This design comes from an exercise in tuning for small area on the open sky130 flow, not from production work.
Only simulation tests tie the RTL to the original design; equivalence was not proved.
No driver is modelled on the clock port, so clocking that relies on it looks cheaper here than on a real chip.
Power and IR drop assume default switching activity.

## design/flow/flow/run.sh

```bash
#!/bin/bash
# Own layout flow: the standard ORFS flow (standard.sh) with
#  - synthesis: the standard synthesis script, but abc maps with an
#    area-oriented script (flow/area.abc) and no adder extraction;
#    registers, their names and the flattening are unchanged;
#  - port buffers: buf_1 instead of the default choice;
set -euo pipefail
HERE=$(pwd)
{
  head -n 1 synth_recipe.tcl
  cat <<EOF
proc abc {args} {
  set i [lsearch -exact \$args -script]
  if {\$i >= 0} { lset args [expr {\$i+1}] $HERE/flow/area.abc }
  yosys abc {*}\$args
}
EOF
  tail -n +2 synth_recipe.tcl
} > area_synth.tcl
export ADDER_MAP_FILE=
bash standard.sh SYNTH_SCRIPT=$HERE/area_synth.tcl \
  "BUFFER_PORTS_ARGS=-buffer_cell sky130_fd_sc_hd__buf_1" \
  "CTS_ARGS=-sink_clustering_enable -repair_clock_nets -dont_use_dummy_load -buf_list sky130_fd_sc_hd__clkbuf_4" \
  POST_CTS_TCL=$HERE/flow/post_cts.tcl \
  finish > flow.log 2>&1
```

## design/flow/constraint.sdc

```tcl
create_clock -name core_clock -period 10.0 [get_ports {clk}]
set_input_delay 2.0000 -clock core_clock [delete_from_list [all_inputs] [get_ports {clk}]]
set_output_delay 2.0000 -clock core_clock [all_outputs]
set_load 0.01 [all_outputs]
```

## design/flow/flow/post_cts.tcl

```tcl
set clk_slew_target 0.112
proc max_clk_slew {} {
  estimate_parasitics -placement
  set mx 0
  foreach p [get_pins -hierarchical */CLK] {
    set s [get_property $p slew_max]
    if {$s > $mx} {set mx $s}
  }
  return $mx
}
proc buf_area {b} { return [get_property [get_lib_cells [get_property [get_cells $b] ref_name]] area] }
set root ""
set leaves {}
foreach c [get_cells clkbuf_*] {
  set n [get_full_name $c]
  if {[string match clkbuf_0_* $n]} { set root $n } else { lappend leaves $n }
}
set leaves [lsort $leaves]
set orig {}
foreach b [concat [list $root] $leaves] { lappend orig $b [get_property [get_cells $b] ref_name] }
puts "clock tree: root $root, leaves $leaves, max clock slew [max_clk_slew]"
set best_area 1e9
set best {}
foreach rs {1 2 4 8 16} {
  replace_cell $root sky130_fd_sc_hd__clkbuf_$rs
  foreach b $leaves { replace_cell $b sky130_fd_sc_hd__clkbuf_16 }
  if {[max_clk_slew] >= $clk_slew_target} { continue }
  foreach b $leaves {
    foreach sz {1 2 4 8 16} {
      replace_cell $b sky130_fd_sc_hd__clkbuf_$sz
      if {[max_clk_slew] < $clk_slew_target} { break }
    }
  }
  set a 0
  set cfg {}
  foreach b [concat [list $root] $leaves] { set a [expr {$a + [buf_area $b]}]; lappend cfg $b [get_property [get_cells $b] ref_name] }
  puts "root clkbuf_$rs: area $a, max clock slew [max_clk_slew], $cfg"
  if {$a < $best_area} { set best_area $a; set best $cfg }
}
if {$best == {}} { set best $orig }
foreach {b m} $best { replace_cell $b $m }
detailed_placement
puts "chosen: $best, area $best_area, max clock slew after legalization [max_clk_slew]"
```

## design/flow/standard.sh

```bash
#!/bin/bash
# synth_recipe.tcl (not shown) runs the flow's synth.tcl, then flattens the netlist and writes it again
# the make line also repeats each setting of config.mk as NAME=value (left out here)
make -C /OpenROAD-flow-scripts/flow DESIGN_CONFIG=/design/flow/config.mk WORK_HOME=/design/flow/orfs CLKGATE_MAP_FILE= SYNTH_SCRIPT=/design/flow/synth_recipe.tcl "${@:-finish}"
```

## design/flow/config.mk

```make
export PLATFORM = sky130hd
export DESIGN_NAME = UART
export DESIGN_NICKNAME = UART
export VERILOG_FILES = /design/flow/design.v
export SDC_FILE = /design/flow/constraint.sdc
export NUM_CORES = 4
export LEC_CHECK = 0
export CAP_MARGIN = 20
export CORE_MARGIN = 2
export CORE_UTILIZATION = 60
export PLACE_DENSITY = 0.8
export SLEW_MARGIN = 20
```

## design/flow/flow/area.abc

```
strash
&get -n
&dch -f
&nf -R 1000
&put
mfs2 -a -W 20 -F 4 -D 20
strash
&get -n
&dch -f
&nf -R 1000
&put
mfs2 -a -W 20 -F 4 -D 20
strash
&get -n
&dch -f
&nf -R 1000
&put
```

## design/flow/design.v

```verilog
`timescale 1ns / 1ps
module UART(
    input clk,
    input rst,
    input start,
    output tx,
    input rx,
    output reg [7:0] rxdata,
    output Rxflag
    );
    localparam [13:0] C_START = 14'd5147, C_TERM = 14'd4416, C_MASK = 14'd10943, C_POL = 14'd5461;
    localparam [12:0] R_START = 13'd1089, R_TERM = 13'd281, R_MASK = 13'd3815, R_POL = 13'd2730;
    reg p0;
    reg [3:0] m;
    wire idle = ~p0 & (m == 4'd0);
    wire m10 = m[3] & m[1];                  
    assign tx = ~(m[0] | m[2]);             
    reg [13:0] cq;
    wire [13:0] c = cq ^ C_POL;
    wire cterm = (c & C_MASK) == (C_TERM & C_MASK);
    wire cclr = rst | idle | cterm;
    wire [13:0] c_nx = cclr ? C_START : {c[12:0], c[12] ^ c[13]};
    reg bitdone;
    always @(posedge clk) begin
        cq <= c_nx ^ C_POL;
        bitdone <= ~rst & ~idle & cterm;
    end
    always @(posedge clk) begin
        p0 <= ~rst & ((idle & start) | (bitdone & ~m10));
        if (rst | (bitdone & m10)) m <= 4'd0;
        else if (p0) m <= m + 4'd1;
    end
    localparam [3:0] RFLAG = 4'd9, RIDLE = 4'd11;
    reg rcnt;
    reg [3:0] rindex;
    wire ridle = rindex[3] & rindex[0];      
    wire r8 = rindex[3] & ~rindex[0];
    assign Rxflag = ridle & ~rindex[1];
    wire counting = ~ridle & rcnt;
    reg [12:0] rq;
    wire [12:0] r = rq ^ R_POL;
    wire rterm = (r & R_MASK) == (R_TERM & R_MASK);
    wire [12:0] r_nx = (rst | ~counting | rterm) ? R_START : {r[11:0], r[11] ^ r[12]};
    always @(posedge clk) rq <= r_nx ^ R_POL;
    wire rsh = ~rst & counting & ~r8 & rterm;
    wire rhd = ~rst & ~ridle & ~rsh;
    always @(posedge clk)
        rxdata <= ({8{rsh}} & {rx, rxdata[7:1]}) | ({8{rhd}} & rxdata);
    always @(posedge clk)
    if (rst) begin
        rindex <= RIDLE;
        rcnt <= 1'b0;
    end else if (ridle) begin
        rcnt <= 1'b0;
        rindex <= rx ? RIDLE : 4'd0;
    end else if (!rcnt) begin
        if (bitdone) rcnt <= 1'b1;
    end else if (r8) begin
        rindex <= RFLAG;
    end else if (rterm) begin
        rindex <= rindex + 4'd1;
        rcnt <= 1'b0;
    end
endmodule
```

==> summary.md, run 1 <==
| Metric | Value |
|---|---|
| Instance area at placement | `1480 um2` |
| Synth unique cells | `24` |
| CP Max Fanout | `7` |
| Number of filler instances in the final layout | `176` |
| Synth Area in Adders | `0` |
| Remaining DRCs | `0` |
| Outcome | `no timing/DRC/antenna violations` |
| Post-synthesis compound-gate area fraction | `0.117` |
| Worst hold path type | `flip-flop to flip-flop` |
| Kind of launch point of the worst setup path | `flip-flop` |
| Critical path's slowest cell | `sky130_fd_sc_hd__dfxtp_1` |
| Full die area | `2730 um2` |
| Row cnt | `17` |
| Via density | `5.52` |
| Area inside the core boundary | `2210 um2` |
| Highest ir drop seen on vdd | `0.151 mV` |
| TritonCTS clock tree | `yes` |
| Clock latency of the later-clocked register in the worst-skew pair | `0.51 ns` |
| Synthesis Warnings | `1` |
| Flip-flop and latch count after synthesis | `46` |
| CP required | `8.00 ns` |
| Dominant combinational cell family by area after synthesis | `simple AND/OR/NAND/NOR gates` |
| Total count of max-transition violations in the final report | `0` |
| Bufs and invs on worst path | `1` |
| Cell taking the most area after synthesis | `sky130_fd_sc_hd__dfxtp_1` |
| Max Cap Violations | `0` |
| Die Wd | `52.3 um` |
| Worst path setup slack after routing | `6.65 ns` |
| Number of placed I/O pins | `14` |
| Gate count after technology mapping | `134` |
| Fin crit share | `0.335` |
| Leakage Power | `0.562 nW` |
| Layout Cell Area excl Fill | `1520 um2` |
| Cell family contributing the most delay on the critical path | `flip-flops` |
| CP max stage delay | `0.46 ns` |
| Synth-to-layout area growth | `8.86%` |
| Length of the first detailed-routing pass in iterations | `4` |
| Max-slew headroom at the worst pin | `0.389` |
| Leading cell types by total area after synthesis | `sky130_fd_sc_hd__dfxtp_1, sky130_fd_sc_hd__nand2_1, sky130_fd_sc_hd__nor2_1` |
| Number of inserted diodes | `0` |
| Critical R2R Launch | `rq[11]` |
| Total negative slack | `0 ns` |
| Launch instance of the worst min-delay path | `rq[8]` |
| Final Critical Period | `3.35 ns` |
| Fraction of final layout cells with drive strength greater than 1 | `0.0263` |
| Clock transition at the register clock pins on the worst setup and hold paths after CTS | `0.11 ns` |
| Xor/xnor share of the synthesized area | `0.0251` |
| DRT Wirelength | `2.44 mm` |
| Count of flip-flops with a built-in enable after synthesis | `0` |
| Initial cell density of the core | `0.632` |
| Number of routed nets with antenna violations | `0` |
| Quantity of I/O buffers inserted on ports | `13` |
| RePlAce Congestion | `0.764` |
| Mean instance size in the synthesized netlist | `10.4 um2` |
| Post-synth design cell area | `1400 um2` |
| Initial antenna violation count | `0` |
| Residual overflow from global routing | `0` |
| Synthesized-area fraction occupied by and/or/nand/nor cells | `0.193` |
| Startpoint of the worst setup timing path | `rindex[0]` |
| Total power divided by cell area | `222 nW/um2` |
| Type of destination of the critical path | `primary output` |
| Final hold viol count | `0` |
| Vias in the first global route | `980` |
| Global-route wire length before repair | `4.08 mm` |
| Largest net degree at the start of global routing | `16` |
| DIE HEIGHT | `52.3 um` |
| Number of nets in the synthesized netlist | `138` |
| Final instance count without filler cells | `180` |
| Area fraction of the dominant cell type after synthesis | `0.659` |
| Total vias in the final route | `994` |
| Crit path cell chain | `nand2_1, nor2_1, buf_1` |
| Fraction of registers with async set/reset | `0` |
| Worst Hold Margin | `0.353 ns` |
| Dominant register cell in the synthesized netlist | `sky130_fd_sc_hd__dfxtp_1` |
| Crit path arrival time | `1.35 ns` |
| Iter 0 DRT Violations | `14` |
| Critical setup path kind | `flip-flop to primary output` |
| Mux share of post-synthesis cell area | `0` |
| Setup repair after global routing missed its margin | `no` |
| Number of endpoints failing setup at the final stage | `0` |
| Final-stage net count | `158` |
| Number of sinks handled by clock tree synthesis | `46` |
| Average wire per cell in the routed design | `13.6 um` |
| Setup Skew | `0.0227 ns` |
| Post-placement setup slack | `6.30 ns` |
| Part of the Yosys area used for sequential elements | `0.659` |
| Timing-limited maximum frequency | `0.298 GHz` |
| HPWL reported at the end of detailed placement | `1.79 mm` |
| Aggregate global-route resource usage | `0.217` |
| Number of placed instances, taps included | `175` |
| Worst Tran Pin Value | `0.909 ns` |
==> layout make-up <==
cell class	count	area, um2	share of cell area
Clock buffer	5	40.0	0.0263
Tap cell	28	35.0	0.0230
Sequential cell	46	921	0.605
Inverter	2	7.51	0.00493
Multi-Input combinational cell	86	469	0.308
Timing Repair Buffer	13	48.8	0.0321
==> cell usage after synthesis, types with 2 or more instances <==
cell type,count
sky130_fd_sc_hd__dfxtp_1,46
sky130_fd_sc_hd__nand2_1,20
sky130_fd_sc_hd__nor2_1,20
sky130_fd_sc_hd__a22o_1,8
sky130_fd_sc_hd__nor3_1,8
sky130_fd_sc_hd__a21oi_1,6
sky130_fd_sc_hd__xnor2_1,3
sky130_fd_sc_hd__a211o_1,2
sky130_fd_sc_hd__and3_1,2
sky130_fd_sc_hd__clkinv_1,2
sky130_fd_sc_hd__nand3b_1,2
sky130_fd_sc_hd__nor4_1,2
sky130_fd_sc_hd__o21ai_0,2
==> routing by layer <==
layer  track usage  wire, um  vias to the layer above
met5             0         0                        -
met4         0.128        60                        0
met3        0.0771        93                        6
met2         0.371      1250                       17
met1         0.226      1040                      469
li1              -         -                      502
==> final timing paths <==
path | to | slack (ns) | cells after the start
max | Rxflag | 6.65 | 3
min | rq[9] | 0.35 | 1
max reg2reg | rxdata[3] | 7.33 | 6
min reg2reg | rq[9] | 0.35 | 1
==> layout by cell type (no fill, tap or decap), types with 2 or more instances in the layout <==
| cell type | instances |
|---|---|
| sky130_fd_sc_hd__nor4_1 | 2 |
| sky130_fd_sc_hd__nor2_1 | 20 |
| sky130_fd_sc_hd__clkinv_1 | 2 |
| sky130_fd_sc_hd__o21ai_0 | 2 |
| sky130_fd_sc_hd__dfxtp_1 | 46 |
| sky130_fd_sc_hd__nor3_1 | 8 |
| sky130_fd_sc_hd__buf_1 | 13 |
| sky130_fd_sc_hd__nand3b_1 | 2 |
| sky130_fd_sc_hd__a21oi_1 | 6 |
| sky130_fd_sc_hd__and3_1 | 2 |
| sky130_fd_sc_hd__a211o_1 | 2 |
| sky130_fd_sc_hd__clkbuf_4 | 3 |
| sky130_fd_sc_hd__xnor2_1 | 3 |
| sky130_fd_sc_hd__a22o_1 | 8 |
| sky130_fd_sc_hd__nand2_1 | 20 |
==> registers in the layout, summed over array words and instances (netlist names) <==
register,count
bitdone,1
cq,14
m,4
p0,1
rcnt,1
rindex,4
rq,13
rxdata,8
==> cell families (layout without fill, tap and decap cells) <==
kind of cell,Yosys count,in the layout
and+or+nand+nor,59,59
DFF,46,46
AOI/OAI and AO/OA,23,23
xor gates and xnor gates,4,4
buffers and inverters,2,20
==> stage by stage <==
stage	util	total power, W
2_1_floorplan	-	0.000251
3_3_place_gp	0.670	0.000261
3_5_place_dp	0.670	0.000266
5_1_grt	0.688	0.000355
6_report	0.688	0.000338
==> power by group <==
part	switching, W	leakage [nW]	internal, W
Combinational	0.0000346	0.166	0.0000208
Sequential	0.0000127	0.374	0.000195
Clock	0.0000507	0.0222	0.0000242
==> run 2: changes to the inputs <==
--- a/design/flow/config.mk
+++ b/design/flow/config.mk
@@ -7,6 +7,6 @@
 export LEC_CHECK = 0
 export CAP_MARGIN = 20
 export CORE_MARGIN = 2
-export CORE_UTILIZATION = 60
+export CORE_UTILIZATION = 40
 export PLACE_DENSITY = 0.8
 export SLEW_MARGIN = 20
==> summary.md, run 2 <==
| Metric | Value |
|---|---|
| Outcome | `no timing/DRC/antenna violations` |
| Full die area | `3980 um2 (+46%)` |
| Critical path's slowest cell | `sky130_fd_sc_hd__dfxtp_1` |
| Register with the most flip-flops | `cq` |
| Max-slew headroom at the worst pin | `0.419 (+0.0296)` |
| Most frequent cells in the layout | `sky130_fd_sc_hd__dfxtp_1, sky130_fd_sc_hd__nand2_1, sky130_fd_sc_hd__nor2_1, sky130_fd_sc_hd__buf_1` |
| Largest net degree at the start of global routing | `15 (-1)` |
| Largest registers in the final layout | `cq x14, rq x13, rxdata x8` |
| Met2 usage | `0.246 (-0.125)` |
| Quantity of I/O buffers inserted on ports | `13 (unchanged)` |
| Final-stage net count | `158 (unchanged)` |
| Number of inserted diodes | `0 (unchanged)` |
| Type of destination of the critical path | `primary output` |
| Synth Area in Adders | `0 (unchanged)` |
| Total negative slack | `0 ns (unchanged)` |
| Row cnt | `21 (+4)` |
| Area inside the core boundary | `3340 um2 (+51%)` |
| Number of routed nets with antenna violations | `0 (unchanged)` |
| TritonCTS clock tree | `yes` |
| Cells on worst reg2reg path | `6 (unchanged)` |
| Length of the first detailed-routing pass in iterations | `4 (unchanged)` |
| Final cell utilization of the core | `0.463 (-0.225)` |
| Initial antenna violation count | `0 (unchanged)` |
| Die Wd | `63.1 um (+21%)` |
| Layer carrying the most global-route usage | `met2` |
| Number of endpoints failing setup at the final stage | `0 (unchanged)` |
| HPWL reported at the end of detailed placement | `1.78 mm (-1.0%)` |
| Most common cell in the synthesized netlist | `sky130_fd_sc_hd__dfxtp_1` |
| Fraction of final layout cells with drive strength greater than 1 | `0.0263 (unchanged)` |
| Highest ir drop seen on vdd | `0.0996 mV (-34%)` |
| Gate count after technology mapping | `134 (unchanged)` |
| Synth-to-layout area growth | `10.5%` |
| GR Layer Usage met1 | `0.137 (-0.0893)` |
| Number of sinks handled by clock tree synthesis | `46 (unchanged)` |
| Initial cell density of the core | `0.419 (-0.213)` |
| Fraction of registers with async set/reset | `0 (unchanged)` |
| Number of filler instances in the final layout | `342 (+94%)` |
| Met3 track demand over resource | `0.0429 (-0.0343)` |
| Iter 0 DRT Violations | `74 (+60)` |
| Number of nets in the synthesized netlist | `138 (unchanged)` |
| Residual overflow from global routing | `0 (unchanged)` |
| Timing-limited maximum frequency | `0.302 GHz (+1.3%)` |
| CP required | `8.00 ns (about the same)` |
| Max FFs per register | `14 (unchanged)` |
| Fin crit share | `0.331 (-0.00433)` |
| Global-route wire length before repair | `4.13 mm (+1.2%)` |
| Worst reg2reg path endpoint | `rxdata[5]` |
| Final hold viol count | `0 (unchanged)` |
| Setup Skew | `0.0283 ns (+0.00560 ns)` |
| Post-synthesis compound-gate area fraction | `0.117 (unchanged)` |
| Total count of max-transition violations in the final report | `0 (unchanged)` |
| Bufs and invs on worst path | `1 (unchanged)` |
| Setup repair after global routing missed its margin | `no` |
| Synthesized-area fraction occupied by and/or/nand/nor cells | `0.193 (unchanged)` |
| Cell family contributing the most delay on the critical path | `flip-flops` |
| Area of combinational cells with multiple inputs | `469 um2 (unchanged)` |
| Worst hold path type | `flip-flop to flip-flop` |
| Most frequent cells after synthesis | `sky130_fd_sc_hd__dfxtp_1, sky130_fd_sc_hd__nand2_1, sky130_fd_sc_hd__nor2_1` |
| Worst Tran Pin Value | `0.865 ns (-0.0441 ns)` |
| Number of placed I/O pins | `14 (unchanged)` |
| CP max stage delay | `0.45 ns (about the same)` |
| Via density | `4.99 (-9.6%)` |
| Leading cell types by total area after synthesis | `sky130_fd_sc_hd__dfxtp_1, sky130_fd_sc_hd__nand2_1, sky130_fd_sc_hd__nor2_1` |
| Synthesis Warnings | `1 (unchanged)` |
| Area fraction of the dominant cell type after synthesis | `0.659 (unchanged)` |
| Xor/xnor share of the synthesized area | `0.0251 (unchanged)` |
| DRT Wirelength | `2.35 mm (-3.9%)` |
| Hold Crit Endpoint | `cq[3]` |
| Average wire per cell in the routed design | `11.9 um (-13%)` |
| Crit path arrival time | `1.31 ns (-0.04 ns)` |
| Cell depth of the worst min-delay path | `1 (unchanged)` |
| Clock latency of the later-clocked register in the worst-skew pair | `0.47 ns (-0.04 ns)` |
| Dominant combinational cell family by area after synthesis | `simple AND/OR/NAND/NOR gates` |
| Post-synth design cell area | `1400 um2 (unchanged)` |
| Launch instance of the worst min-delay path | `cq[2]` |
| RePlAce Congestion | `0.725 (-5.1%)` |
| Synth unique cells | `24 (unchanged)` |
| Dominant register cell in the synthesized netlist | `sky130_fd_sc_hd__dfxtp_1` |
| Vias in the first global route | `982 (+0.20%)` |
| Clock transition at the register clock pins on the worst setup and hold paths after CTS | `0.10 ns (about the same)` |
| Leading cell type in the layout, fill and taps excluded | `sky130_fd_sc_hd__dfxtp_1` |
| Cell taking the most area after synthesis | `sky130_fd_sc_hd__dfxtp_1` |
| CP Max Fanout | `7 (unchanged)` |
| Mean instance size in the synthesized netlist | `10.4 um2 (unchanged)` |
| Final Critical Period | `3.31 ns (-0.0433 ns)` |
| Mux share of post-synthesis cell area | `0 (unchanged)` |
| Count of flip-flops with a built-in enable after synthesis | `0 (unchanged)` |
| Max Cap Violations | `0 (unchanged)` |
| Register cell area after layout | `921 um2 (unchanged)` |
| Total vias in the final route | `988 (-0.60%)` |
| Total power divided by cell area | `217 nW/um2 (-2.5%)` |
| Leakage Power | `0.562 nW (unchanged)` |
| Part of the Yosys area used for sequential elements | `0.659 (unchanged)` |
| Critical setup path kind | `flip-flop to primary output` |
| R2R Setup Slk | `7.45 ns (+0.12 ns)` |
| DIE HEIGHT | `63.1 um (+21%)` |
| Aggregate global-route resource usage | `0.132 (-0.0842)` |
| Kind of launch point of the worst setup path | `flip-flop` |
| Crit path cell chain | `nand2_1, nor2_1, buf_1` |
| Flip-flop and latch count after synthesis | `46 (unchanged)` |
| Critical R2R Launch | `rq[11]` |
| Remaining DRCs | `0 (unchanged)` |
run 2: cell counts after synthesis:
Identical to the previous run, type by type.
run 2: power breakdown:
group          internal, W  total [W]  switching, W  leakage (nW)
Clock            0.0000242  0.0000725     0.0000483        0.0222
Combinational    0.0000208  0.0000545     0.0000337         0.166
Sequential        0.000195   0.000208     0.0000124         0.374
run 2: metrics by stage:
step | std cells | power (W) | hold WS [ns] | area (um2) | setup WS (ns)
floorplan | 134 | 0.000251 | 0.343 | 1400 | 6.85
global placement | 193 | 0.000261 | 0.352 | 1500 | 6.47
detailed placement | 193 | 0.000265 | 0.360 | 1500 | 6.34
global route | 198 | 0.000353 | 0.391 | 1540 | 6.57
finish | 198 | 0.000335 | 0.368 | 1540 | 6.69
run 2: cells by family after synthesis:
logic type,after synthesis
AND/OR/NAND/NOR,59
flip-flops,46
AO/OA/AOI/OAI,23
XOR/XNOR,4
buffers and inverters,2
run 2: per-layer routing:
| layer | wire length, um | share of wire |
|---|---|---|
| met1 | 974 | 0.41 |
| met4 | 24 | 0.010 |
| met5 | 0 | 0 |
| met3 | 86 | 0.037 |
| met2 | 1260 | 0.54 |
run 2: layout make-up:
class | instances | area share
clock buffers | 5 | 0.0259
flip-flops and latches | 46 | 0.596
inverters | 2 | 0.00486
multi-input cells | 86 | 0.304
repair buffers | 13 | 0.0316
well taps | 46 | 0.0373
run 2: worst max-delay path by stage:
stage,from,endpoint,slack [ns],cells past startpoint
2_1_floorplan,rst,rxdata[0],6.85,3
3_3_place_gp,rst,rxdata[5],6.47,4
3_5_place_dp,rst,rxdata[2],6.34,4
5_1_grt,rindex[3],Rxflag,6.57,3
6_report,rindex[3],Rxflag,6.69,3
run 2: worst register-to-register path: cells and delay by family (launching register included):
kind,cells,cell delay (ns)
simple gates,5,1.78
flops,1,0.38
compound gates,1,0.26
==> run 3: changes to the inputs <==
--- a/design/flow/config.mk
+++ b/design/flow/config.mk
@@ -8,5 +8,5 @@
 export CAP_MARGIN = 20
 export CORE_MARGIN = 2
 export CORE_UTILIZATION = 40
-export PLACE_DENSITY = 0.8
+export PLACE_DENSITY = 0.6
 export SLEW_MARGIN = 20
==> summary.md, run 3 <==
| Metric | Value |
|---|---|
| Fraction of final layout cells with drive strength greater than 1 | `0.0263 (unchanged)` |
| Wire length the detailed router placed on met1 | `1.08 mm (+11%)` |
| Launch instance of the worst min-delay path | `cq[8]` |
| Total net switching power | `0.0000947 W (+0.27%)` |
| Number of placed I/O pins | `14 (unchanged)` |
| Flip-flop and latch count after synthesis | `46 (unchanged)` |
| Max FFs per register | `14 (unchanged)` |
| Average wire per cell in the routed design | `11.5 um (-2.9%)` |
| Cell depth of the worst min-delay path | `1 (unchanged)` |
| Leakage Power | `0.564 nW (+0.46%)` |
| Worst hold path type | `flip-flop to flip-flop` |
| Comb pwr share | `0.154 (-0.009)` |
| Length of the first detailed-routing pass in iterations | `4 (unchanged)` |
| Clock power frac | `0.233 (+0.016)` |
| Kind of launch point of the worst setup path | `flip-flop` |
| Met2 wire len | `1.10 mm (-13%)` |
| Gate count after technology mapping | `134 (unchanged)` |
| Fraction of registers with async set/reset | `0 (unchanged)` |
| Via density | `4.89 (-2.0%)` |
| Most common cell in the synthesized netlist | `sky130_fd_sc_hd__dfxtp_1` |
| Largest net degree at the start of global routing | `15 (unchanged)` |
| Die Wd | `63.1 um (unchanged)` |
| Number of nets in the synthesized netlist | `138 (unchanged)` |
| Clock transition at the register clock pins on the worst setup and hold paths after CTS | `0.11 ns (about the same)` |
| Clock latency of the later-clocked register in the worst-skew pair | `0.50 ns (+0.03 ns)` |
| CP Max Fanout | `7 (unchanged)` |
| Initial cell density of the core | `0.419 (unchanged)` |
| Quantity of I/O buffers inserted on ports | `13 (unchanged)` |
| Remaining DRCs | `0 (unchanged)` |
| Final Critical Period | `3.41 ns (+0.0973 ns)` |
| Register with the most flip-flops | `cq` |
| Final hold viol count | `0 (unchanged)` |
| Max Cap Violations | `0 (unchanged)` |
| Cells on worst reg2reg path | `6 (unchanged)` |
| Timing-limited maximum frequency | `0.294 GHz (-2.9%)` |
| Cell taking the most area after synthesis | `sky130_fd_sc_hd__dfxtp_1` |
| Total count of max-transition violations in the final report | `0 (unchanged)` |
| Part of the Yosys area used for sequential elements | `0.659 (unchanged)` |
| Dominant register cell in the synthesized netlist | `sky130_fd_sc_hd__dfxtp_1` |
| Setup repair after global routing missed its margin | `no` |
| Area inside the core boundary | `3340 um2 (unchanged)` |
| DRT Wirelength | `2.28 mm (-2.9%)` |
| Number of filler instances in the final layout | `339 (-0.88%)` |
| Critical R2R Launch | `rq[10]` |
| Type of destination of the critical path | `primary output` |
| Final-stage net count | `158 (unchanged)` |
| Leading cell type in the layout, fill and taps excluded | `sky130_fd_sc_hd__dfxtp_1` |
| Leading cell types by total area after synthesis | `sky130_fd_sc_hd__dfxtp_1, sky130_fd_sc_hd__nand2_1, sky130_fd_sc_hd__nor2_1` |
| Met3 routed wirelength | `84 um (-2.3%)` |
| Register share of total power | `0.613 (-0.007)` |
| Number of sinks handled by clock tree synthesis | `46 (unchanged)` |
| Initial antenna violation count | `0 (unchanged)` |
| Register cell area after layout | `921 um2 (unchanged)` |
| Residual overflow from global routing | `0 (unchanged)` |
| Fin crit share | `0.341 (+0.00973)` |
| Max-slew headroom at the worst pin | `0.408 (-0.0110)` |
| Hold Crit Endpoint | `cq[9]` |
| Setup Skew | `0.0295 ns (+0.00118 ns)` |
| Cell internal power dissipation | `0.000244 W (+1.7%)` |
| Worst reg2reg path endpoint | `rxdata[7]` |
| RePlAce Congestion | `0.709 (-2.1%)` |
| Total power draw | `0.000339 W (+1.3%)` |
| Crit path arrival time | `1.41 ns (+0.10 ns)` |
| DIE HEIGHT | `63.1 um (unchanged)` |
| Number of routed nets with antenna violations | `0 (unchanged)` |
| Full die area | `3980 um2 (unchanged)` |
| Total negative slack | `0 ns (unchanged)` |
| Vias in the first global route | `901 (-8.2%)` |
| Area of combinational cells with multiple inputs | `469 um2 (unchanged)` |
| Synthesis Warnings | `1 (unchanged)` |
| Outcome | `no timing/DRC/antenna violations` |
| Number of inserted diodes | `0 (unchanged)` |
| Most frequent cells after synthesis | `sky130_fd_sc_hd__dfxtp_1, sky130_fd_sc_hd__nand2_1, sky130_fd_sc_hd__nor2_1` |
| Count of flip-flops with a built-in enable after synthesis | `0 (unchanged)` |
| Mean instance size in the synthesized netlist | `10.4 um2 (unchanged)` |
| Aggregate global-route resource usage | `0.132 (-0.000454)` |
| Synth-to-layout area growth | `10.9%` |
| Area fraction of the dominant cell type after synthesis | `0.659 (unchanged)` |
| Most frequent cells in the layout | `sky130_fd_sc_hd__dfxtp_1, sky130_fd_sc_hd__nand2_1, sky130_fd_sc_hd__nor2_1, sky130_fd_sc_hd__buf_1` |
| Total vias in the final route | `968 (-2.0%)` |
| Highest signal layer in the routed design | `met4` |
| CP required | `8.00 ns (about the same)` |
| Iter 0 DRT Violations | `31 (-58%)` |
| HPWL reported at the end of detailed placement | `1.59 mm (-11%)` |
| Total power divided by cell area | `219 nW/um2 (+0.88%)` |
| Share of total power consumed by net switching | `0.279 (-0.00284)` |
| R2R Setup Slk | `7.52 ns (+0.07 ns)` |
| TritonCTS clock tree | `yes` |
| Final cell utilization of the core | `0.465 (+0.00188)` |
| Global-route wire length before repair | `4.03 mm (-2.4%)` |
| Number of endpoints failing setup at the final stage | `0 (unchanged)` |
| Critical setup path kind | `flip-flop to primary output` |
| Synth unique cells | `24 (unchanged)` |
| Worst Tran Pin Value | `0.881 ns (+0.0164 ns)` |
| Row cnt | `21 (unchanged)` |
| Highest ir drop seen on vdd | `0.0935 mV (-6.0%)` |
| Largest registers in the final layout | `cq x14, rq x13, rxdata x8` |
| Post-synth design cell area | `1400 um2 (unchanged)` |
## run 3: cell counts after synthesis
Identical to the previous run, type by type.
## run 3: final cells by class
| cell class | instances | area share |
|---|---|---|
| inverters | 2 | 0.00484 |
| repair buffers | 13 | 0.0315 |
| multi-input cells | 86 | 0.303 |
| well taps | 46 | 0.0371 |
| flip-flops and latches | 46 | 0.594 |
| clock buffers | 5 | 0.0299 |
## run 3: metrics by stage
step	worst slack (ns)	cells	hold slack, ns	area, um2
floorplan	6.85	134	0.343	1400
global placement	6.38	193	0.352	1500
detailed placement	6.30	193	0.357	1500
global route	6.42	198	0.387	1550
finish	6.59	198	0.359	1550
## run 3: how the worst max path moves through the flow
stage	startpoint	to	slack, ns	cells after the start
after detailed placement	rst	rxdata[1]	6.30	4
final	rindex[3]	Rxflag	6.59	3
after global placement	rst	rxdata[7]	6.38	4
after global routing	rindex[3]	Rxflag	6.42	3
after floorplan	rst	rxdata[0]	6.85	3
## run 3: cells by family after synthesis
family	share of synthesized area
and+or+nand+nor	0.193
DFF	0.659
AOI/OAI and AO/OA	0.117
xor gates and xnor gates	0.0251
buffers and inverters	0.00537
## run 3: critical path, stage by stage, from the launching register on
cell and delay [ns]:
sky130_fd_sc_hd__dfxtp_1 0.47, sky130_fd_sc_hd__nand2_1 0.14, sky130_fd_sc_hd__nor2_1 0.13, sky130_fd_sc_hd__buf_1 0.17
## run 3: power by group through the flow
stage	clock (W)	sequential, W	combinational (W)
3_5_place_dp	0	0.000212	0.0000528
6_report	0.0000791	0.000208	0.0000521
2_1_floorplan	0	0.000208	0.0000425
3_3_place_gp	0	0.000211	0.0000511
5_1_grt	0.0000920	0.000210	0.0000608
## run 3: routing by layer
metal  up-vias  global-route usage
li1        505                   -
met1       453               0.163
met2         8               0.198
met3         2              0.0589
met4         0              0.0583
met5         -                   0
==> run 4: changes to the inputs <==
==> design/flow/flow/area.abc (replaced) <==
strash
ifraig
&get -n
&dch -f
&nf -R 1000 -E 10
&put
mfs3 -a
strash
&get -n
&dch -f
&nf -R 1000 -E 10
&put
mfs2 -a -W 20 -F 4 -D 20
strash
dch -f
map -a
mfs2 -a -W 30 -F 6 -D 30 -M 10000
strash
&get -n
&dch -f
&nf -R 1000
&put
--- a/design/flow/config.mk
+++ b/design/flow/config.mk
@@ -8,5 +8,5 @@
 export CAP_MARGIN = 20
 export CORE_MARGIN = 2
 export CORE_UTILIZATION = 40
-export PLACE_DENSITY = 0.6
+export PLACE_DENSITY = 0.8
 export SLEW_MARGIN = 20
==> summary.md, run 4 <==
| Metric | Value |
|---|---|
| Final instance count without filler cells | `200 (+1.0%)` |
| TritonCTS clock tree | `yes` |
| Number of filler instances in the final layout | `331 (-2.4%)` |
| Cell taking the most area after synthesis | `sky130_fd_sc_hd__dfxtp_1` |
| CP required | `8.00 ns (about the same)` |
| Mean instance size in the synthesized netlist | `10.2 um2 (-1.9%)` |
| Clock transition at the register clock pins on the worst setup and hold paths after CTS | `0.08 ns (-0.03 ns)` |
| Die Wd | `63.0 um (-0.21%)` |
| Crit path arrival time | `1.40 ns (about the same)` |
| Initial antenna violation count | `0 (unchanged)` |
| RePlAce Congestion | `0.794 (+12%)` |
| Leading cell type in the layout, fill and taps excluded | `sky130_fd_sc_hd__dfxtp_1` |
| Via density | `5.02 (+2.6%)` |
| Length of the first detailed-routing pass in iterations | `4 (unchanged)` |
| Clock power frac | `0.236 (+0.003)` |
| Cell internal power dissipation | `0.000243 W (-0.66%)` |
| Vias in the first global route | `923 (+2.4%)` |
| Max FFs per register | `14 (unchanged)` |
| Worst Hold Margin | `0.371 ns (+0.0118 ns)` |
| Leakage Power | `0.573 nW (+1.6%)` |
| Launch instance of the worst min-delay path | `rq[8]` |
| Gate count after technology mapping | `136 (+1.5%)` |
| Worst reg2reg path endpoint | `rxdata[7]` |
| Register with the most flip-flops | `cq` |
| Critical R2R Launch | `rq[2]` |
| Bufs and invs on worst path | `1 (unchanged)` |
| Flip-flop and latch count after synthesis | `46 (unchanged)` |
| Number of inserted diodes | `0 (unchanged)` |
| Hold Crit Endpoint | `rq[9]` |
| Number of sinks handled by clock tree synthesis | `46 (unchanged)` |
| Cells on worst reg2reg path | `6 (unchanged)` |
| DRT Wirelength | `2.27 mm (-0.57%)` |
| Leading cell types by total area after synthesis | `sky130_fd_sc_hd__dfxtp_1, sky130_fd_sc_hd__nor2_1, sky130_fd_sc_hd__nand2_1` |
| Fraction of registers with async set/reset | `0 (unchanged)` |
| Synth unique cells | `22 (-8.3%)` |
| Aggregate global-route resource usage | `0.135 (+0.00310)` |
| Most common cell in the synthesized netlist | `sky130_fd_sc_hd__dfxtp_1` |
| Row cnt | `21 (unchanged)` |
| Synth-to-layout area growth | `11.0% (about the same)` |
| Cell family contributing the most delay on the critical path | `flip-flops` |
| Number of routed nets with antenna violations | `0 (unchanged)` |
| Type of destination of the critical path | `primary output` |
| Cell depth of the worst min-delay path | `1 (unchanged)` |
| Count of flip-flops with a built-in enable after synthesis | `0 (unchanged)` |
| Setup repair after global routing missed its margin | `no` |
| Critical setup path kind | `flip-flop to primary output` |
| Register share of total power | `0.614 (about the same)` |
| Most frequent cells after synthesis | `sky130_fd_sc_hd__dfxtp_1, sky130_fd_sc_hd__nor2_1, sky130_fd_sc_hd__nand2_1` |
| Full die area | `3970 um2 (-0.43%)` |
| Dominant register cell in the synthesized netlist | `sky130_fd_sc_hd__dfxtp_1` |
| Comb pwr share | `0.150 (-0.004)` |
| Setup Skew | `0.0303 ns (+0.000841 ns)` |
| Fin crit share | `0.340 (-0.000634)` |
| Total power draw | `0.000338 W (-0.28%)` |
| Instance area at placement | `1500 um2 (-0.42%)` |
| Number of placed instances, taps included | `195 (+1.0%)` |
| R2R Setup Slk | `8.06 ns (+0.54 ns)` |
| Area fraction of the dominant cell type after synthesis | `0.662 (+0.00296)` |
| Total vias in the final route | `1003 (+3.6%)` |
| Worst Tran Pin Value | `0.926 ns (+0.0444 ns)` |
| Part of the Yosys area used for sequential elements | `0.662 (+0.00296)` |
| Total negative slack | `0 ns (unchanged)` |
| Largest net degree at the start of global routing | `14 (-1)` |
| Initial cell density of the core | `0.417 (-0.00187)` |
| Quantity of I/O buffers inserted on ports | `13 (unchanged)` |
| Most frequent cells in the layout | `sky130_fd_sc_hd__dfxtp_1, sky130_fd_sc_hd__nor2_1, sky130_fd_sc_hd__nand2_1, sky130_fd_sc_hd__buf_1, sky130_fd_sc_hd__a21oi_1` |
| Post-synth design cell area | `1390 um2 (-0.45%)` |
| Worst hold path type | `flip-flop to flip-flop` |
| Final Critical Period | `3.40 ns (-0.00634 ns)` |
| Crit path cell chain | `nand2_1, nor2_1, buf_1` |
| Max Cap Violations | `0 (unchanged)` |
| Share of total power consumed by net switching | `0.282 (+0.00272)` |
| Fraction of final layout cells with drive strength greater than 1 | `0.0260 (-0.000342)` |
| Residual overflow from global routing | `0 (unchanged)` |
| Iter 0 DRT Violations | `22 (-29%)` |
| Final-stage net count | `160 (+1.3%)` |
| Largest registers in the final layout | `cq x14, rq x13, rxdata x8` |
| Average wire per cell in the routed design | `11.3 um (-1.6%)` |
| Clock latency of the later-clocked register in the worst-skew pair | `0.55 ns (+0.05 ns)` |
| Final hold viol count | `0 (unchanged)` |
| CP Max Fanout | `8 (+1)` |
| Timing-limited maximum frequency | `0.294 GHz (+0.19%)` |
| Total count of max-transition violations in the final report | `0 (unchanged)` |
| Remaining DRCs | `0 (unchanged)` |
| Global-route wire length before repair | `4.02 mm (-0.35%)` |
| Total net switching power | `0.0000954 W (+0.69%)` |
| Critical path's slowest cell | `sky130_fd_sc_hd__dfxtp_1` |
| Synthesis Warnings | `1 (unchanged)` |
| Number of nets in the synthesized netlist | `140 (+1.4%)` |
| CP max stage delay | `0.45 ns (-0.02 ns)` |
| Layout Cell Area excl Fill | `1540 um2 (-0.40%)` |
| Total power divided by cell area | `219 nW/um2 (+0.12%)` |
| Number of placed I/O pins | `14 (unchanged)` |
| Area inside the core boundary | `3340 um2 (unchanged)` |
| Number of endpoints failing setup at the final stage | `0 (unchanged)` |
| DIE HEIGHT | `63.0 um (-0.21%)` |
| Outcome | `no timing/DRC/antenna violations` |
| HPWL reported at the end of detailed placement | `1.60 mm (+0.69%)` |
| Highest ir drop seen on vdd | `0.118 mV (+26%)` |
| Max-slew headroom at the worst pin | `0.378 (-0.0298)` |
| Kind of launch point of the worst setup path | `flip-flop` |
-- run 4: changes by cell type after synthesis, sizes merged, moves of 2 or more --
cell,before,now
a21oi,6,9
a31oi,1,3
nand3,0,2
o21ai,2,4
xnor2,3,1
-- run 4: logic make-up (layout without fill, tap and decap cells) --
group           after synthesis  after routing  share of synthesized area
compound gates               29             29                      0.139
flops                        46             46                      0.662
xor+xnor                      2              2                     0.0126
simple gates                 57             57                      0.181
buf+inv                       2             20                    0.00540
-- run 4: cell type report --
type	count	area, um2	share of cell area
repair buffers	13	48.8	0.0316
flip-flops and latches	46	921	0.596
multi-input cells	88	463	0.300
inverters	2	7.51	0.00486
clock buffers	5	46.3	0.0300
well taps	46	57.6	0.0373
-- run 4: worst register-to-register path: cells and delay by family (launching register included) --
kind,cells,cell delay [ns]
and+or+nand+nor,5,1.26
DFF,1,0.36
AOI/OAI and AO/OA,1,0.26
-- run 4: power by group through the flow --
stage	Combinational, W	Clock (W)	Sequential [W]
2_1_floorplan	0.0000406	0	0.000208
3_3_place_gp	0.0000491	0	0.000211
3_5_place_dp	0.0000505	0	0.000211
5_1_grt	0.0000586	0.0000905	0.000210
6_report	0.0000507	0.0000799	0.000207
-- run 4: worst max-delay path by stage --
stage	slack, ns	start	to	depth (start not counted)
6_report	6.60	rindex[0]	Rxflag	3
5_1_grt	6.49	rindex[0]	Rxflag	3
2_1_floorplan	6.89	rst	rxdata[0]	4
3_3_place_gp	6.36	rst	rxdata[0]	5
3_5_place_dp	6.25	rst	rxdata[7]	5
-- run 4: per-layer routing --
layer / share of wire / track usage
met1: 0.47 / 0.162
met4: 0.040 / 0.108
met5: 0 / 0
met2: 0.45 / 0.197
met3: 0.046 / 0.0432
-- run 4: through the flow --
| step | util | worst slack, ns |
|---|---|---|
| finish | 0.463 | 6.60 |
| global route | 0.463 | 6.49 |
| detailed placement | 0.449 | 6.25 |
| global placement | 0.449 | 6.36 |
| floorplan | - | 6.89 |
==> run 5: changes to the inputs <==
--- a/design/flow/config.mk
+++ b/design/flow/config.mk
@@ -8,5 +8,5 @@
 export CAP_MARGIN = 20
 export CORE_MARGIN = 2
 export CORE_UTILIZATION = 40
-export PLACE_DENSITY = 0.8
+export PLACE_DENSITY = 0.9
 export SLEW_MARGIN = 20
==> summary.md, run 5 <==
| Metric | Value |
|---|---|
| Outcome | `no timing/DRC/antenna violations` |
| Type of destination of the critical path | `primary output` |
| DIE HEIGHT | `63.0 um (unchanged)` |
| Startpoint of the worst setup timing path | `rindex[0]` |
| Remaining DRCs | `0 (unchanged)` |
| Fraction of registers with async set/reset | `0 (unchanged)` |
| Fin crit share | `0.332 (-0.00846)` |
| Clock latency of the later-clocked register in the worst-skew pair | `0.49 ns (-0.06 ns)` |
| CP Max Fanout | `8 (unchanged)` |
| Clock power frac | `0.223 (-0.013)` |
| Kind of launch point of the worst setup path | `flip-flop` |
| Most common cell in the synthesized netlist | `sky130_fd_sc_hd__dfxtp_1` |
| HPWL reported at the end of detailed placement | `1.59 mm (-0.61%)` |
| Cells on worst reg2reg path | `4 (-2)` |
| Number of placed I/O pins | `14 (unchanged)` |
| Max Cap Violations | `0 (unchanged)` |
| Full die area | `3970 um2 (unchanged)` |
| Setup repair after global routing missed its margin | `no` |
| Instance area at placement | `1500 um2 (unchanged)` |
| Total net switching power | `0.0000919 W (-3.6%)` |
| Layout Cell Area excl Fill | `1540 um2 (-0.41%)` |
| Number of routed nets with antenna violations | `0 (unchanged)` |
| Worst path setup slack after routing | `6.68 ns (+0.0846 ns)` |
| Crit path arrival time | `1.32 ns (-0.08 ns)` |
| Most frequent cells after synthesis | `sky130_fd_sc_hd__dfxtp_1, sky130_fd_sc_hd__nor2_1, sky130_fd_sc_hd__nand2_1` |
| Count of flip-flops with a built-in enable after synthesis | `0 (unchanged)` |
| Max-slew headroom at the worst pin | `0.420 (+0.0413)` |
| Share of total power consumed by net switching | `0.278 (-0.00399)` |
| Total negative slack | `0 ns (unchanged)` |
| Final hold viol count | `0 (unchanged)` |
| Mean instance size in the synthesized netlist | `10.2 um2 (unchanged)` |
| Final Critical Period | `3.32 ns (-0.0846 ns)` |
| Residual overflow from global routing | `0 (unchanged)` |
| Initial cell density of the core | `0.417 (unchanged)` |
| Post-synth design cell area | `1390 um2 (unchanged)` |
| Cell depth of the worst min-delay path | `1 (unchanged)` |
| Synth unique cells | `22 (unchanged)` |
| Cell internal power dissipation | `0.000239 W (-1.7%)` |
| Launch instance of the worst min-delay path | `rq[5]` |
| Gate count after technology mapping | `136 (unchanged)` |
| Aggregate global-route resource usage | `0.127 (-0.00772)` |
| Flip-flop and latch count after synthesis | `46 (unchanged)` |
| R2R Setup Slk | `8.17 ns (+0.11 ns)` |
| Vias in the first global route | `906 (-1.8%)` |
| Number of nets in the synthesized netlist | `140 (unchanged)` |
| Worst Tran Pin Value | `0.864 ns (-0.0615 ns)` |
| Area fraction of the dominant cell type after synthesis | `0.662 (unchanged)` |
| Critical setup path kind | `flip-flop to primary output` |
| Length of the first detailed-routing pass in iterations | `4 (unchanged)` |
| Critical R2R Launch | `rindex[3]` |
| Part of the Yosys area used for sequential elements | `0.662 (unchanged)` |
| Most frequent cells in the layout | `sky130_fd_sc_hd__dfxtp_1, sky130_fd_sc_hd__nor2_1, sky130_fd_sc_hd__nand2_1, sky130_fd_sc_hd__buf_1, sky130_fd_sc_hd__a21oi_1` |
| Row cnt | `21 (unchanged)` |
| RePlAce Congestion | `0.770 (-3.0%)` |
| Register with the most flip-flops | `cq` |
| Synth-to-layout area growth | `10.5%` |
| Number of endpoints failing setup at the final stage | `0 (unchanged)` |
| Quantity of I/O buffers inserted on ports | `13 (unchanged)` |
| Final cell utilization of the core | `0.461 (-0.00188)` |
| Fraction of final layout cells with drive strength greater than 1 | `0.0260 (unchanged)` |
| Area inside the core boundary | `3340 um2 (unchanged)` |
| Clock transition at the register clock pins on the worst setup and hold paths after CTS | `0.11 ns (+0.03 ns)` |
| Average wire per cell in the routed design | `11.2 um (-1.5%)` |
| Worst reg2reg path endpoint | `rxdata[4]` |
| Via density | `5.01 (-0.20%)` |
| Layer carrying the most global-route usage | `met2` |
| Largest net degree at the start of global routing | `16 (+2)` |
| Total power draw | `0.000330 W (-2.2%)` |
| Leading cell type in the layout, fill and taps excluded | `sky130_fd_sc_hd__dfxtp_1` |
| Setup Skew | `0.0235 ns (-0.00684 ns)` |
| Highest ir drop seen on vdd | `0.0511 mV (-57%)` |
| Initial antenna violation count | `0 (unchanged)` |
| Worst hold path type | `flip-flop to flip-flop` |
| Leading cell types by total area after synthesis | `sky130_fd_sc_hd__dfxtp_1, sky130_fd_sc_hd__nor2_1, sky130_fd_sc_hd__nand2_1` |
| Number of filler instances in the final layout | `314 (-5.1%)` |
| Max FFs per register | `14 (unchanged)` |
| GR Layer Usage met1 | `0.163 (+0.00111)` |
| Total vias in the final route | `1001 (-0.20%)` |
| Number of inserted diodes | `0 (unchanged)` |
| Worst setup path end | `Rxflag` |
| TritonCTS clock tree | `yes` |
| Comb pwr share | `0.150 (about the same)` |
| Synthesis Warnings | `1 (unchanged)` |
| Die Wd | `63.0 um (unchanged)` |
| Timing-limited maximum frequency | `0.302 GHz (+2.6%)` |
| DRT Wirelength | `2.23 mm (-1.5%)` |
| Met2 usage | `0.185 (-0.0120)` |
| Total power divided by cell area | `215 nW/um2 (-1.8%)` |
| Leakage Power | `0.571 nW (-0.45%)` |
| Register share of total power | `0.627 (+0.013)` |
| Post-placement setup slack | `6.30 ns (+0.0552 ns)` |
| Met3 track demand over resource | `0.0432 (unchanged)` |
| Number of sinks handled by clock tree synthesis | `46 (unchanged)` |
| Final-stage net count | `160 (unchanged)` |
| Largest registers in the final layout | `cq x14, rq x13, rxdata x8` |
| Total count of max-transition violations in the final report | `0 (unchanged)` |
| Dominant register cell in the synthesized netlist | `sky130_fd_sc_hd__dfxtp_1` |
| CP required | `8.00 ns (about the same)` |
| Global-route wire length before repair | `3.88 mm (-3.4%)` |
| Cell taking the most area after synthesis | `sky130_fd_sc_hd__dfxtp_1` |
| Iter 0 DRT Violations | `119 (+440%)` |
==> run 5: changes by cell type in the layout (fill, tap and decap cells not counted) <==
cell | previous run | this run
sky130_fd_sc_hd__clkbuf_8 | 2 | 1
sky130_fd_sc_hd__clkbuf_4 | 2 | 3
==> run 5: stage by stage <==
stage,instances,hold WS [ns]
after floorplan,136,0.343
after global placement,195,0.347
after detailed placement,195,0.356
after global routing,200,0.398
final,200,0.376
==> run 5: kinds of logic (layout without fill, tap and decap cells) <==
kind of cell | count (synthesis) | count (layout) | synth area share
flops | 46 | 46 | 0.662
buf+inv | 2 | 20 | 0.00540
simple gates | 57 | 57 | 0.181
xor+xnor | 2 | 2 | 0.0126
compound gates | 29 | 29 | 0.139
==> run 5: final cells by class <==
| cell class | count | area (um2) | share of cell area |
|---|---|---|---|
| Inverter | 2 | 7.51 | 0.00488 |
| Sequential cell | 46 | 921 | 0.599 |
| Tap cell | 46 | 57.6 | 0.0374 |
| Timing Repair Buffer | 13 | 48.8 | 0.0317 |
| Multi-Input combinational cell | 88 | 463 | 0.301 |
| Clock buffer | 5 | 40.0 | 0.0260 |
==> run 5: worst min-delay path by stage <==
stage	slack [ns]	to
after global routing	0.40	rq[9]
final	0.38	rq[6]
after floorplan	0.34	rq[5]
after detailed placement	0.36	rq[5]
after global placement	0.35	rq[5]
==> run 5: power by group through the flow <==
stage	combinational (W)	sequential, W	clock (W)
global route	0.0000569	0.000209	0.0000835
finish	0.0000495	0.000207	0.0000737
global placement	0.0000480	0.000211	0
floorplan	0.0000406	0.000208	0
detailed placement	0.0000493	0.000211	0
==> run 5: metal layers <==
layer / wire length [um] / vias up
met5: 0 / -
met4: 31 / 0
met3: 94 / 6
met2: 1030 / 21
met1: 1070 / 464
li1: - / 510
==> run 5: critical path, cell delays in order (launching register included) <==
cell and delay (ns):
sky130_fd_sc_hd__dfxtp_1 0.46, sky130_fd_sc_hd__nand2_1 0.12, sky130_fd_sc_hd__nor2_1 0.10, sky130_fd_sc_hd__buf_1 0.15
==> run 6: changes to the inputs <==
--- a/design/flow/config.mk
+++ b/design/flow/config.mk
@@ -8,5 +8,5 @@
 export CAP_MARGIN = 20
 export CORE_MARGIN = 2
 export CORE_UTILIZATION = 40
-export PLACE_DENSITY = 0.9
+export PLACE_DENSITY = 0.7
 export SLEW_MARGIN = 20
==> summary.md, run 6 <==
| Metric | Value |
|---|---|
| Outcome | `no timing/DRC/antenna violations` |
| Vias in the first global route | `989 (+9.2%)` |
| Most frequent cells after synthesis | `sky130_fd_sc_hd__dfxtp_1, sky130_fd_sc_hd__nor2_1, sky130_fd_sc_hd__nand2_1` |
| HPWL reported at the end of detailed placement | `1.71 mm (+7.3%)` |
| Leading cell type in the layout, fill and taps excluded | `sky130_fd_sc_hd__dfxtp_1` |
| Wire length the detailed router placed on met1 | `1.11 mm (+3.4%)` |
| Number of nets in the synthesized netlist | `140 (unchanged)` |
| Mean instance size in the synthesized netlist | `10.2 um2 (unchanged)` |
| Crit path cell chain | `nand2_1, nor2_1, buf_1` |
| Fraction of registers with async set/reset | `0 (unchanged)` |
| Synthesis Warnings | `1 (unchanged)` |
| Leading cell types by total area after synthesis | `sky130_fd_sc_hd__dfxtp_1, sky130_fd_sc_hd__nor2_1, sky130_fd_sc_hd__nand2_1` |
| Quantity of I/O buffers inserted on ports | `13 (unchanged)` |
| Met3 routed wirelength | `85 um (-9.6%)` |
| DIE HEIGHT | `63.0 um (unchanged)` |
| Aggregate global-route resource usage | `0.137 (+0.0100)` |
| Length of the first detailed-routing pass in iterations | `4 (unchanged)` |
| Clock transition at the register clock pins on the worst setup and hold paths after CTS | `0.10 ns (about the same)` |
| Part of the Yosys area used for sequential elements | `0.662 (unchanged)` |
| Residual overflow from global routing | `0 (unchanged)` |
| Fraction of final layout cells with drive strength greater than 1 | `0.0260 (unchanged)` |
| Largest net degree at the start of global routing | `15 (-1)` |
| Number of inserted diodes | `0 (unchanged)` |
| Synth unique cells | `22 (unchanged)` |
| Final Critical Period | `3.36 ns (+0.0416 ns)` |
| Bufs and invs on worst path | `1 (unchanged)` |
| Highest ir drop seen on vdd | `0.102 mV (+100%)` |
| Number of sinks handled by clock tree synthesis | `46 (unchanged)` |
| Register with the most flip-flops | `cq` |
| Number of routed nets with antenna violations | `0 (unchanged)` |
| Kind of launch point of the worst setup path | `flip-flop` |
| Critical path's slowest cell | `sky130_fd_sc_hd__dfxtp_1` |
| Full die area | `3970 um2 (unchanged)` |
| Global-route wire length before repair | `4.24 mm (+9.4%)` |
| Total power draw | `0.000335 W (+1.4%)` |
| DRT Wirelength | `2.30 mm (+3.1%)` |
| TritonCTS clock tree | `yes` |
| Clock latency of the later-clocked register in the worst-skew pair | `0.49 ns (about the same)` |
| Critical setup path kind | `flip-flop to primary output` |
| Initial cell density of the core | `0.417 (unchanged)` |
| Met2 wire len | `1.08 mm (+4.7%)` |
| Iter 0 DRT Violations | `55 (-54%)` |
| Number of placed I/O pins | `14 (unchanged)` |
| Synth-to-layout area growth | `11.0%` |
| Final instance count without filler cells | `200 (unchanged)` |
| Timing-limited maximum frequency | `0.298 GHz (-1.2%)` |
| WP depth | `3 (unchanged)` |
| Average wire per cell in the routed design | `11.5 um (+3.1%)` |
| Initial antenna violation count | `0 (unchanged)` |
| Flip-flop and latch count after synthesis | `46 (unchanged)` |
| Cell family contributing the most delay on the critical path | `flip-flops` |
| RePlAce Congestion | `0.791 (+2.7%)` |
| Via density | `5.03 (+0.40%)` |
| Crit path arrival time | `1.36 ns (+0.04 ns)` |
| Gate count after technology mapping | `136 (unchanged)` |
| Max Cap Violations | `0 (unchanged)` |
| Remaining DRCs | `0 (unchanged)` |
| Setup repair after global routing missed its margin | `no` |
| Final-stage net count | `160 (unchanged)` |
| Cell depth of the worst min-delay path | `1 (unchanged)` |
| Total power divided by cell area | `217 nW/um2 (+0.98%)` |
| Number of placed instances, taps included | `195 (unchanged)` |
| Max-slew headroom at the worst pin | `0.432 (+0.0125)` |
| Area fraction of the dominant cell type after synthesis | `0.662 (unchanged)` |
| Fin crit share | `0.336 (+0.00416)` |
| Count of flip-flops with a built-in enable after synthesis | `0 (unchanged)` |
| Post-synth design cell area | `1390 um2 (unchanged)` |
| Total vias in the final route | `1005 (+0.40%)` |
| Type of destination of the critical path | `primary output` |
| Most common cell in the synthesized netlist | `sky130_fd_sc_hd__dfxtp_1` |
| Row cnt | `21 (unchanged)` |
| Number of endpoints failing setup at the final stage | `0 (unchanged)` |
| Worst hold path type | `flip-flop to flip-flop` |
| Worst Hold Margin | `0.360 ns (-0.0154 ns)` |
| Die Wd | `63.0 um (unchanged)` |
| Largest registers in the final layout | `cq x14, rq x13, rxdata x8` |
| Most frequent cells in the layout | `sky130_fd_sc_hd__dfxtp_1, sky130_fd_sc_hd__nor2_1, sky130_fd_sc_hd__nand2_1, sky130_fd_sc_hd__buf_1, sky130_fd_sc_hd__a21oi_1` |
| Cells on worst reg2reg path | `6 (+2)` |
| Max FFs per register | `14 (unchanged)` |
| Worst Tran Pin Value | `0.845 ns (-0.0187 ns)` |
| Total count of max-transition violations in the final report | `0 (unchanged)` |
| Cell taking the most area after synthesis | `sky130_fd_sc_hd__dfxtp_1` |
| Leakage Power | `0.573 nW (+0.45%)` |
| CP Max Fanout | `7 (-1)` |
| Area inside the core boundary | `3340 um2 (unchanged)` |
| Highest signal layer in the routed design | `met4` |
| Final hold viol count | `0 (unchanged)` |
| CP max stage delay | `0.45 ns (about the same)` |
| CP required | `8.00 ns (about the same)` |
| Total negative slack | `0 ns (unchanged)` |
| Dominant register cell in the synthesized netlist | `sky130_fd_sc_hd__dfxtp_1` |
| Setup Skew | `0.0334 ns (+0.00991 ns)` |
==> run 6: cell count changes in the layout (fill, tap and decap cells not counted) <==
cell / before / now
sky130_fd_sc_hd__clkbuf_4: 3 / 2
sky130_fd_sc_hd__clkbuf_8: 1 / 2
==> run 6: area by class of cell <==
| class | instances | area, um2 |
|---|---|---|
| repair buffers | 13 | 48.8 |
| flip-flops and latches | 46 | 921 |
| inverters | 2 | 7.51 |
| clock buffers | 5 | 46.3 |
| well taps | 46 | 57.6 |
| fillers | 351 | 1790 |
| multi-input cells | 88 | 463 |
==> run 6: routing by layer <==
layer  vias up  track usage
met3         4       0.0486
met5         -            0
met2        18        0.222
met4         0       0.0667
met1       470        0.161
li1        513            -
==> run 6: final timing paths <==
| check | from | end | slack, ns |
|---|---|---|---|
| worst max-delay path | rindex[3] | Rxflag | 6.64 |
| worst min register to register | rq[0] | rq[1] | 0.36 |
| worst min-delay path | rq[0] | rq[1] | 0.36 |
| worst max register to register | rq[2] | rxdata[5] | 8.15 |
==> run 6: cell families (layout without fill, tap and decap cells) <==
kind of cell	count (synthesis)	in the layout	synth area share
xor gates and xnor gates	2	2	0.0126
and+or+nand+nor	57	57	0.181
AOI/OAI and AO/OA	29	29	0.139
buffers and inverters	2	20	0.00540
DFF	46	46	0.662
==> run 6: through the flow <==
step                utilization  setup slack, ns  instance area [um2]
floorplan                     -             6.89                 1390
detailed placement        0.449             6.27                 1500
global placement          0.449             6.41                 1500
global route              0.463             6.48                 1540
finish                    0.463             6.64                 1540
==> run 6: report_power, final <==
part           internal [W]  switching, W  total (W)
logic             0.0000197     0.0000310  0.0000506
clock network     0.0000283     0.0000484  0.0000767
registers          0.000195     0.0000130   0.000208
==> run 7: changes to the inputs <==
--- a/design/flow/design.v
+++ b/design/flow/design.v
@@ -9,7 +9,7 @@
     output Rxflag
     );
     localparam [13:0] C_START = 14'd5147, C_TERM = 14'd4416, C_MASK = 14'd10943, C_POL = 14'd5461;
-    localparam [12:0] R_START = 13'd1089, R_TERM = 13'd281, R_MASK = 13'd3815, R_POL = 13'd2730;
+    localparam [12:0] R_START = 13'd3667, R_TERM = 13'd2304, R_MASK = 13'd3703, R_POL = 13'd2730;
     reg p0;
     reg [3:0] m;
     wire idle = ~p0 & (m == 4'd0);
@@ -40,7 +40,7 @@
     reg [12:0] rq;
     wire [12:0] r = rq ^ R_POL;
     wire rterm = (r & R_MASK) == (R_TERM & R_MASK);
-    wire [12:0] r_nx = (rst | ~counting | rterm) ? R_START : {r[11:0], r[11] ^ r[12]};
+    wire [12:0] r_nx = (rst | ~counting | rterm) ? R_START : {r[11:0], r[0] ^ r[12]};
     always @(posedge clk) rq <= r_nx ^ R_POL;
     wire rsh = ~rst & counting & ~r8 & rterm;
     wire rhd = ~rst & ~ridle & ~rsh;
==> design/flow/flow/area.abc (replaced) <==
strash
&get -n
&dch -f
&nf -R 1000
&put
mfs2 -a -W 20 -F 4 -D 20
strash
&get -n
&dch -f
&nf -R 1000
&put
mfs2 -a -W 20 -F 4 -D 20
strash
&get -n
&dch -f
&nf -R 1000
&put
==> design/flow/config.mk (replaced) <==
export PLATFORM = sky130hd
export DESIGN_NAME = UART
export DESIGN_NICKNAME = UART
export VERILOG_FILES = /design/flow/design.v
export SDC_FILE = /design/flow/constraint.sdc
export NUM_CORES = 4
export LEC_CHECK = 0
export CAP_MARGIN = 0
export CORE_MARGIN = 2
export CORE_UTILIZATION = 60
export GPL_TIMING_DRIVEN = 0
export PLACE_DENSITY = 0.8
export SLEW_MARGIN = 0
==> summary.md, run 7 <==
| Metric | Value |
|---|---|
| Outcome | `no timing/DRC/antenna violations` |
| Largest net degree at the start of global routing | `15 (unchanged)` |
| Number of filler instances in the final layout | `180 (-49%)` |
| Length of the first detailed-routing pass in iterations | `4 (unchanged)` |
| Via density | `5.46 (+8.6%)` |
| Vias in the first global route | `846 (-14%)` |
| DRT Wirelength | `2.19 mm (-4.8%)` |
| Largest registers in the final layout | `cq x14, rq x13, rxdata x8` |
| Max-slew headroom at the worst pin | `0.344 (-0.0877)` |
| Kind of launch point of the worst setup path | `input pin` |
| Initial antenna violation count | `0 (unchanged)` |
| Final hold viol count | `0 (unchanged)` |
| Type of destination of the critical path | `flip-flop` |
| Residual overflow from global routing | `0 (unchanged)` |
| Number of endpoints failing setup at the final stage | `0 (unchanged)` |
| Row cnt | `17 (-19%)` |
| Register with the most flip-flops | `cq` |
| Comb pwr share | `0.159 (+0.008)` |
| Post-synth design cell area | `1400 um2 (+0.90%)` |
| Number of nets in the synthesized netlist | `140 (unchanged)` |
| Fin crit share | `0.334 (-0.00218)` |
| Aggregate global-route resource usage | `0.186 (+0.0486)` |
| Total net switching power | `0.0000935 W (+1.2%)` |
| Leakage Power | `0.576 nW (+0.40%)` |
| Number of placed I/O pins | `14 (unchanged)` |
| Most common cell in the synthesized netlist | `sky130_fd_sc_hd__dfxtp_1` |
| Cell taking the most area after synthesis | `sky130_fd_sc_hd__dfxtp_1` |
| DIE HEIGHT | `52.4 um (-17%)` |
| Number of sinks handled by clock tree synthesis | `46 (unchanged)` |
| Synthesis Warnings | `1 (unchanged)` |
| Flip-flop and latch count after synthesis | `46 (unchanged)` |
| Synth unique cells | `22 (unchanged)` |
| Cell internal power dissipation | `0.000242 W (-0.38%)` |
| Final cell utilization of the core | `0.694 (+0.231)` |
| Fraction of registers with async set/reset | `0 (unchanged)` |
| TritonCTS clock tree | `yes` |
| Clock power frac | `0.222 (-0.007)` |
| Most frequent cells in the layout | `sky130_fd_sc_hd__dfxtp_1, sky130_fd_sc_hd__nor2_1, sky130_fd_sc_hd__nand2_1, sky130_fd_sc_hd__buf_1, sky130_fd_sc_hd__a22o_1` |
| Initial cell density of the core | `0.635 (+0.218)` |
| Mean instance size in the synthesized netlist | `10.3 um2 (+0.90%)` |
| Leading cell type in the layout, fill and taps excluded | `sky130_fd_sc_hd__dfxtp_1` |
| Dominant register cell in the synthesized netlist | `sky130_fd_sc_hd__dfxtp_1` |
| Crit path arrival time | `3.62 ns (+2.26 ns)` |
| RePlAce Congestion | `0.691 (-13%)` |
| Total negative slack | `0 ns (unchanged)` |
| Highest ir drop seen on vdd | `0.142 mV (+39%)` |
| Area of combinational cells with multiple inputs | `478 um2 (+3.2%)` |
| Area inside the core boundary | `2210 um2 (-34%)` |
| Count of flip-flops with a built-in enable after synthesis | `0 (unchanged)` |
| Average wire per cell in the routed design | `12.0 um (+4.6%)` |
| CP Max Fanout | `11 (+4)` |
| Total vias in the final route | `993 (-1.2%)` |
| Leading cell types by total area after synthesis | `sky130_fd_sc_hd__dfxtp_1, sky130_fd_sc_hd__nor2_1, sky130_fd_sc_hd__a22o_1` |
| Final Critical Period | `3.34 ns (-0.0218 ns)` |
| Part of the Yosys area used for sequential elements | `0.656 (-0.00590)` |
| Fraction of final layout cells with drive strength greater than 1 | `0.0390 (+0.0130)` |
| Register share of total power | `0.620 (about the same)` |
| Remaining DRCs | `0 (unchanged)` |
| Full die area | `2740 um2 (-31%)` |
| Setup repair after global routing missed its margin | `no` |
| Most frequent cells after synthesis | `sky130_fd_sc_hd__dfxtp_1, sky130_fd_sc_hd__nor2_1, sky130_fd_sc_hd__nand2_1` |
| Gate count after technology mapping | `136 (unchanged)` |
| Max Cap Violations | `0 (unchanged)` |
| Synth-to-layout area growth | `9.36%` |
| Timing-limited maximum frequency | `0.300 GHz (+0.65%)` |
| Area fraction of the dominant cell type after synthesis | `0.656 (-0.00590)` |
| CP required | `10.28 ns (+2.28 ns)` |
| Max FFs per register | `14 (unchanged)` |
| Total power divided by cell area | `218 nW/um2 (+0.63%)` |
| Setup Skew | `0.0251 ns (-0.00827 ns)` |
| Clock transition at the register clock pins on the worst setup and hold paths after CTS | `0.10 ns (about the same)` |
| Register cell area after layout | `921 um2 (unchanged)` |
| Global-route wire length before repair | `3.55 mm (-16%)` |
| Worst hold path type | `flip-flop to flip-flop` |
| Final-stage net count | `160 (unchanged)` |
| Critical setup path kind | `input pin to flip-flop` |
| Total count of max-transition violations in the final report | `0 (unchanged)` |
| Die Wd | `52.4 um (-17%)` |
| Worst Tran Pin Value | `0.976 ns (+0.131 ns)` |
| Clock latency of the later-clocked register in the worst-skew pair | `0.36 ns (-0.13 ns)` |
| HPWL reported at the end of detailed placement | `1.55 mm (-9.0%)` |
| Quantity of I/O buffers inserted on ports | `13 (unchanged)` |
| Share of total power consumed by net switching | `0.279 (+0.00320)` |
| Number of routed nets with antenna violations | `0 (unchanged)` |
| Number of inserted diodes | `0 (unchanged)` |
| Iter 0 DRT Violations | `14 (-75%)` |
## run 7: changes by cell type after synthesis, moves of 2 or more
cell / delta
sky130_fd_sc_hd__a21oi_1: -3
sky130_fd_sc_hd__a31oi_1: -2
sky130_fd_sc_hd__nor2_1: +3
sky130_fd_sc_hd__o21ai_0: -2
sky130_fd_sc_hd__xnor2_1: +3
## run 7: power groups by stage
stage / registers (W) / logic, W / clock network (W)
6_report: 0.000208 / 0.0000532 / 0.0000743
5_1_grt: 0.000209 / 0.0000610 / 0.0000847
3_5_place_dp: 0.000211 / 0.0000529 / 0
3_3_place_gp: 0.000210 / 0.0000511 / 0
2_1_floorplan: 0.000208 / 0.0000432 / 0
## run 7: stage by stage
step / area (um2) / power (W) / hold slack (ns) / setup slack [ns] / instances
2_1_floorplan: 1400 / 0.000252 / 0.343 / 6.51 / 136
3_3_place_gp: 1490 / 0.000261 / 0.349 / 5.91 / 177
3_5_place_dp: 1490 / 0.000264 / 0.365 / 5.82 / 177
5_1_grt: 1540 / 0.000355 / 0.397 / 6.51 / 182
6_report: 1540 / 0.000335 / 0.372 / 6.66 / 182
## run 7: critical path, stage by stage
cell and delay, ns:
sky130_fd_sc_hd__buf_1 0.36, sky130_fd_sc_hd__nor4b_2 0.19, sky130_fd_sc_hd__nor3_1 0.82, sky130_fd_sc_hd__a22o_1 0.24
## run 7: worst paths after layout
check | slack (ns) | end | startpoint | cells after the start
setup / recovery | 6.66 | rxdata[1] | rst | 4
hold / removal | 0.37 | rq[8] | rq[7] | 1
setup reg to reg | 7.80 | rxdata[1] | rq[2] | 5
hold reg to reg | 0.37 | rq[8] | rq[7] | 1
## run 7: layer usage
| metal | vias up | share of wire | track usage |
|---|---|---|---|
| met5 | - | 0 | 0 |
| met4 | 0 | 0.016 | 0.128 |
| met3 | 5 | 0.043 | 0.0600 |
| met2 | 17 | 0.46 | 0.265 |
| met1 | 465 | 0.48 | 0.237 |
| li1 | 506 | - | - |
## run 7: area by class of cell
type	instances	area share
sequential	46	0.600
multi-input combinational	87	0.311
tap	28	0.0228
timing repair buffer	13	0.0318
clock buffer	5	0.0269
inverter	3	0.00733
## run 7: cell families (layout without fill, tap and decap cells)
family	Yosys count	count (layout)	share of synthesized area
and+or+nand+nor	60	60	0.194
DFF	46	46	0.656
AOI/OAI and AO/OA	23	23	0.117
xor gates and xnor gates	4	4	0.0250
buffers and inverters	3	21	0.00802

port drivers added, routing unchanged:
No port has a modelled driver above. Below, the same layouts with a new extraction and two added sets of constraints. Step 1, drivers: a clkbuf_16 drives clk and a buf_2 each remaining input, both assumed. Step 2, shift: input delay + t, output delay - t, t = (earliest + latest rising clock arrival at the registers) / 2. This alone moves slack from input paths to output paths. a / b / c = ideal / step 1 / step 2; a / b = the first two.
| run | shift t [ns] | slack for setup (ns) |
|---|---|---|
| run 1 | 0.520 | 6.648 / 6.623 / 6.277 |
| run 2 | 0.477 | 6.691 / 6.670 / 6.346 |
| run 3 | 0.508 | 6.594 / 6.571 / 6.315 |
| run 4 | 0.558 | 6.600 / 6.578 / 6.189 |
| run 5 | 0.502 | 6.685 / 6.662 / 6.260 |
| run 6 | 0.491 | 6.643 / 6.623 / 6.302 |
| run 7 | 0.373 | 6.665 / 6.663 / 6.290 |
After both steps setup and hold are still met in every run listed.
